This is an optimization exercise on Yosys and OpenROAD, whose aim is small area, a short achievable clock period and few clock cycles, not a production implementation. Function was checked by simulation only, so behaviour that the tests miss may differ from the original. Power figures rest on the tool's default switching activity, not on a simulated workload.

## drawing_rectangle
module drawing_rectangle( input  wire        clk,
                      input  wire        rst,
                      input  wire        req,
                      output wire        ack,
                      output wire        busy,
                      input  wire [15:0] r0,  
                      input  wire [15:0] r1,  
                      input  wire [15:0] r2,  
                      input  wire [15:0] r3,  
                      input  wire [15:0] r4,  
                      input  wire [15:0] r5,
                      input  wire [15:0] r6,
                      input  wire [15:0] r7,
                      output wire        de_req,
                      input  wire        de_ack,
                      output wire [17:0] de_addr,
                      output wire  [3:0] de_nbyte,
                      output wire        de_rnw,
                      output wire [31:0] de_w_data,
                      input  wire [31:0] de_r_data );
export LEC_CHECK = 0
export CAP_MARGIN = 20
export CORE_MARGIN = 2
export CORE_UTILIZATION = 60
export SETUP_SLACK_MARGIN = 2.8
export SLEW_MARGIN = 20
create_clock -name core_clock -period 5.5 [get_ports {clk}]
standard.sh (not shown) runs the stock make flow with config.mk's settings and CLKGATE_MAP_FILE= SYNTH_SCRIPT=/design/flow/synth_recipe.tcl, a recipe that flattens the netlist after the stock synthesis.
==> flow/flow/run.sh <==
#!/bin/bash
set -e
export BUFFER_PORTS_ARGS="-buffer_cell sky130_fd_sc_hd__buf_1"
bash standard.sh finish > standard.log 2>&1
Testbench counts at the start, summed over its fixed seeds: cycles 1,857,174.
Then changed:
- CORE_UTILIZATION: 60 -> 30
- SETUP_SLACK_MARGIN: 2.8 -> 2.6
Result: Clock power went up by 43%. Clock-buffer cell count is unchanged. Cell count went up by 11%. Routed wire length went down by 5.9%.
Then changed:
- CORE_UTILIZATION: 30 -> 40
- SETUP_SLACK_MARGIN: 2.6 -> 2.4
Effect: The new run completed without violations; setup slack gets worse by 0.037 ns; area after synthesis is unchanged; final area came out lower by 3.4%; clock-buffer cell count came out lower by 1; fmax came out lower by 1.3%; wire length came out lower by 2.1%; via count came out higher by about 0.9%.
Then changed:
- SETUP_SLACK_MARGIN: 2.4 -> 3.2
=> The changed run ran to the end with no violations. Sequential power stays flat. Critical path depth climbs by 5. Final cell count climbs by about 4.7%. Count of clock-buffer cells in the layout is unchanged. Die area is unchanged. Wire length climbs by about 25%. Core utilization climbs by 22 points. Fmax climbs by about 6%.

* * *

== run 1 ==
The RTL this note starts from:
==> flow/design.v <==
module drawing_rectangle( input  wire        clk,
                      input  wire        rst,
                      input  wire        req,
                      output wire        ack,
                      output wire        busy,
                      input  wire [15:0] r0,  
                      input  wire [15:0] r1,  
                      input  wire [15:0] r2,  
                      input  wire [15:0] r3,  
                      input  wire [15:0] r4,  
                      input  wire [15:0] r5,
                      input  wire [15:0] r6,
                      input  wire [15:0] r7,
                      output wire        de_req,
                      input  wire        de_ack,
                      output wire [17:0] de_addr,
                      output wire  [3:0] de_nbyte,
                      output wire        de_rnw,
                      output wire [31:0] de_w_data,
                      input  wire [31:0] de_r_data );
reg        pre;         
reg        run;         
reg        ack_r;       
reg        rnw;         
reg [16:0] addr;        
reg  [7:0] cnt;         
reg  [8:0] rows;        
reg        lw;          
reg  [3:0] nb;          
wire  [9:0] x = r0[9:0];
wire  [9:0] w = r2[9:0];
wire  [7:0] c_and = r4[15:8];
wire  [7:0] c_xor = r4[7:0];
wire [11:0] ys = {3'b000, rows} + {1'b0, rows, 2'b00} + {9'd0, nb[2:0]};
wire [16:0] start_addr = {ys, x[6:2]};
wire  [9:0] sw = (10'd644 - {8'd0, x[1:0]}) - w;
wire  [7:0] stride = sw[9:2];
wire  [1:0] xs = x[1:0];
wire  [1:0] xe = x[1:0] + w[1:0] - 2'd1;
wire fill = (c_and == 8'd0);
wire single = (cnt == 8'd160);              
wire last_word = lw;
wire last_row = (rows == 9'd1);
wire step = run & de_ack;
wire done = step & ~rnw & last_word & last_row;
wire start = req & ~pre & ~run & ~ack_r;
wire  [7:0] inc = last_word ? cnt : 8'd1;
wire [16:0] addr_next = addr + {9'd0, inc};
assign ack = ack_r;
assign busy = pre | run;
assign de_req = run;
assign de_rnw = rnw;
assign de_addr = {1'b0, addr};
wire [3:0] ms = 4'b1111 << (3'd4 - {1'b0, xs});    
wire [3:0] me = 4'b1111 >> ({1'b0, xe} + 3'd1);    
assign de_nbyte = nb;
assign de_w_data = (de_r_data & {4{c_and}}) ^ {4{c_xor}};
always @(posedge clk) begin
	if (rst) begin
		pre <= 1'b0;
		run <= 1'b0;
		ack_r <= 1'b0;
	end else begin
		ack_r <= done;
		pre <= start;
		if (pre) run <= 1'b1;
		else if (done) run <= 1'b0;
	end
end
always @(posedge clk) begin
	if (start) begin
		rows <= r1[8:0];
		nb <= {1'b0, x[9:7]};
		cnt <= stride;
	end else if (pre) begin
		addr <= start_addr;
		rows <= r3[8:0];
		lw <= single;
		nb <= ms | (single ? me : 4'b0000);
		rnw <= ~fill;
	end else if (step) begin
		if (rnw) rnw <= 1'b0;
		else begin
			rnw <= ~fill;
			addr <= addr_next;
			if (last_word) begin
				rows <= rows - 9'd1;
				lw <= single;
				nb <= ms | (single ? me : 4'b0000);
			end else begin
				cnt <= (cnt == 8'd159) ? stride : cnt + 8'd1;
				lw <= (cnt == 8'd159);
				nb <= (cnt == 8'd159) ? me : 4'b0000;
			end
		end
	end
end
endmodule
Settings: LEC_CHECK=0, CAP_MARGIN=20, CORE_MARGIN=2, CORE_UTILIZATION=40, SETUP_SLACK_MARGIN=2.7, SLEW_MARGIN=20; clock period 5.5 ns.
Scripts as last shown in full above: flow/flow/run.sh
Testbench counts of run 1, summed over its fixed seeds: cycles 1,857,174.
For run 2, these inputs were changed with respect to run 1:
-- flow/config.mk --
<<< run 1, line 9
export CORE_MARGIN = 2
export CORE_UTILIZATION = 40
export SETUP_SLACK_MARGIN = 2.7
export SLEW_MARGIN = 20
>>> run 2, line 9
export CORE_MARGIN = 2
export CORE_UTILIZATION = 40
export SETUP_SLACK_MARGIN = 2.6
export SLEW_MARGIN = 20
## What came out
- The final layout from run 2, which completed every stage, passed the timing, DRC and antenna checks at the end of the flow.
- Total wire length, run 2 vs run 1: down slightly
- Final design area excluding fillers, run 2 and run 1, lower one = run 2.
- Run 1 reports its capture point of the critical path as addr[14] while run 2 reports de_w_data[12].
- Share of the clock period used by the worst path after layout: run 2 vs run 1 up 1.0 points
- Maximum frequency: run 2 < run 1
- Summary: shortest period the worst path allows, run 2 worse than run 1
- Run 2 ended up with a lower relative area change from synthesis to final layout than run 1 did.
- For run 1, the launch point of the worst path was nb[2], unlike run 2, where it was r4[12].
- Run 2: arrival time of the worst setup path 1.10 ns below run 1
- The number of fill cells in the layout in run 1 is 0.946 times that in run 2.

-- static timing again, ports no longer ideal --
No port has a modelled driver above. Below, the same layouts with a new extraction and two added sets of constraints.
Step 1 assumes that a clkbuf_16 drives the clock port and a buf_2 every other input.
Step 2 also shifts input and output timing later by t, the mid clock arrival at the registers, as if the neighbouring blocks saw the same clock.
Slacks: ideal / step 1 / step 2; pairs: ideal / step 1.
| run | t (ns) | slack for setup (ns) | worst setup path after step 2 | pins driven straight from the clock port |
|---|---|---|---|---|
| the first run of note 1 | 0.335 | 2.780 / 2.752 / 2.450 | input to register | 1 |
| the second run of note 1 | 0.326 | 2.672 / 2.650 / 2.362 | input to register | 1 |
| the third run of note 1 | 0.337 | 2.635 / 2.572 / 2.317 | input to register | 1 |
| the fourth run of note 1 | 0.350 | 2.798 / 2.728 / 2.685 | input to register | 1 |
| run 1 | 0.330 | 2.734 / 2.707 / 2.437 | input to register | 1 |
| run 2 | 0.328 | 2.678 / 2.643 / 2.397 | input to register | 1 |
After both steps every run listed still meets setup and hold. The setup slack of the first run of note 1, which loses most, moves by -0.028 ns with the drivers and by -0.330 ns with both steps.
